Source: an optimization exercise on an open RTL-to-GDS flow (aim: a short achievable clock period and few clock cycles). Production flows keep margins and buffers that such runs may drop. Function was checked by simulation only, so behaviour that the tests miss may differ from the original.

run A:
// y86
module y86 (
    input             clk,
    input             rst,
    output            imem_req,
    output     [63:0] imem_addr,
    input             imem_ready,
    input      [79:0] imem_rdata,
    output            dmem_req,
    output            dmem_we,
    output     [63:0] dmem_addr,
    output     [63:0] dmem_wdata,
    input             dmem_ready,
    input      [63:0] dmem_rdata,
    output            halted,
    output     [1:0]  stat,
    output     [63:0] halt_pc,
    input      [3:0]  dbg_raddr,
    output     [63:0] dbg_rdata
);
==> flow/config.mk <==
export PLATFORM = sky130hd
export DESIGN_NAME = y86
export DESIGN_NICKNAME = y86
export VERILOG_FILES = /design/flow/design.v
export SDC_FILE = /design/flow/constraint.sdc
export NUM_CORES = 8
export LEC_CHECK = 0
export CAP_MARGIN = 20
export CORE_MARGIN = 2
export CORE_UTILIZATION = 34
export PLACE_DENSITY = 0.5
export SLEW_MARGIN = 20
export SYNTH_HIERARCHICAL = 1
==> flow/constraint.sdc <==
create_clock -name core_clock -period 12.0 [get_ports {clk}]
set_input_delay 2.4000 -clock core_clock [delete_from_list [all_inputs] [get_ports {clk}]]
set_output_delay 2.4000 -clock core_clock [all_outputs]
set_load 0.01 [all_outputs]
standard.sh (not shown) runs the stock make flow with config.mk's settings and CLKGATE_MAP_FILE= SYNTH_SCRIPT=/design/flow/synth_recipe.tcl, a recipe that flattens the netlist after the stock synthesis.
==> flow/flow/run.sh <==
#!/bin/bash
# Layout: the standard ORFS flow (standard synthesis unchanged), with
# port buffers that resizing may change to any drive strength, timing repair
# that aims for a shorter period than the clock's, and, after global routing,
# a slew and capacitance repair and antenna diodes placed with a margin
# (flow/antenna.tcl). ORFS's own logs stay under orfs/logs.
set -euo pipefail
here=$(pwd)
bash standard.sh MATCH_CELL_FOOTPRINT=0 \
  "BUFFER_PORTS_ARGS=-buffer_cell sky130_fd_sc_hd__buf_6" \
  SETUP_SLACK_MARGIN=7 \
  POST_GLOBAL_ROUTE_TCL=$here/flow/antenna.tcl \
  MAX_REPAIR_ANTENNAS_ITER_DRT=10 \
  finish > standard_flow.log 2>&1
==> flow/flow/antenna.tcl <==
# After global routing and its timing repair: fix the max slew and max
# capacitance that timing repair may have left (on the global routes, with
# a wide margin), then insert antenna diodes with a wide margin, so that
# detailed routing leaves no antenna violation to fix by routing again.
estimate_parasitics -global_routing
global_route -start_incremental
repair_design -slew_margin 40 -cap_margin 40
detailed_placement
global_route -end_incremental
estimate_parasitics -global_routing
repair_antennas -ratio_margin 50 -iterations 5
check_placement
Run A | stages: all done | timing, DRC, antenna: all pass
Testbench counts of run A, summed over its fixed seeds: cycles 21,692.
Relative to run A, the following input files were edited for run B:
- PLACE_DENSITY: 0.5 -> 0.45
- CORE_UTILIZATION: 34 -> 30
diff --git a/flow/flow/run.sh b/flow/flow/run.sh
--- a/flow/flow/run.sh
+++ b/flow/flow/run.sh
@@ -9,5 +9,5 @@
 bash standard.sh MATCH_CELL_FOOTPRINT=0 \
   "BUFFER_PORTS_ARGS=-buffer_cell sky130_fd_sc_hd__buf_6" \
-  SETUP_SLACK_MARGIN=7 \
+  SETUP_SLACK_MARGIN=9 \
   POST_GLOBAL_ROUTE_TCL=$here/flow/antenna.tcl \
   MAX_REPAIR_ANTENNAS_ITER_DRT=10 \
### Flow results
Relative to run A, instance area at placement has increased by 1.7% in run B.
Relative to run A, the number of post-CTS setup repair buffers measured on run B has increased by more than half.
Starting density of the core down 3.9 points in run B wrt run A
Run B against run A; number of buffers added by the clock tree synthesis step is up slightly.
Run B is listed as incomplete: the tool reported an error in global routing and the run ended there.
In the metrics for run B and run A, the one carrying the lower post-placement setup slack is run A.
The run showing the greater standard-cell row count is run B.
Inputs modified between run B and run C:
diff --git a/flow/flow/run.sh b/flow/flow/run.sh
--- a/flow/flow/run.sh
+++ b/flow/flow/run.sh
@@ -9,5 +9,5 @@
 bash standard.sh MATCH_CELL_FOOTPRINT=0 \
   "BUFFER_PORTS_ARGS=-buffer_cell sky130_fd_sc_hd__buf_6" \
-  SETUP_SLACK_MARGIN=9 \
+  SETUP_SLACK_MARGIN=7 \
   POST_GLOBAL_ROUTE_TCL=$here/flow/antenna.tcl \
   MAX_REPAIR_ANTENNAS_ITER_DRT=10 \
Results
Run C finished every stage and its layout cleared the timing, design-rule and antenna checks. Diff run C..run B | synthesized instance count | negligible. [compare] base=run B new=run C: effective utilization at floorplan stayed essentially flat, buffer levels on the longest clock path roughly the same, post-place setup slack went down. Number of cells upsized or downsized after cts down about 34% in run C wrt run B. Sink count of the clock tree came out exactly the same in run C and run B. In run C the number of buffers inserted by post-CTS setup repair turned out about 40% lower than in run B.

-- port drivers added, routing unchanged --
How much do the figures lean on ideal ports? The routed layouts below were timed once more, with nothing changed but the port constraints.
Step 1 (the two cells are an assumption about what drives the block):
set clk [get_ports {clk}]
set_driving_cell -lib_cell sky130_fd_sc_hd__clkbuf_16 $clk
set_driving_cell -lib_cell sky130_fd_sc_hd__buf_2 [delete_from_list [all_inputs] $clk]
Step 2 also shifts input and output timing later by t, the mid clock arrival at the registers, as if the neighbouring blocks saw the same clock.
a / b / c = ideal ports / drivers / drivers and shift; a / b = the first two.
run	t (ns)	setup WS [ns]	worst register clock-pin slew, ns	worst data-port slew with drivers (ns)
run A	1.167	5.045 / 4.546 / 4.543	0.07 / 0.07	0.84
run C	1.186	5.054 / 4.660 / 4.323	0.08 / 0.08	0.82
After both steps every run listed still meets setup and hold. For run C, which loses most, drivers alone change the setup slack by -0.394 ns; drivers and shift together by -0.731 ns.
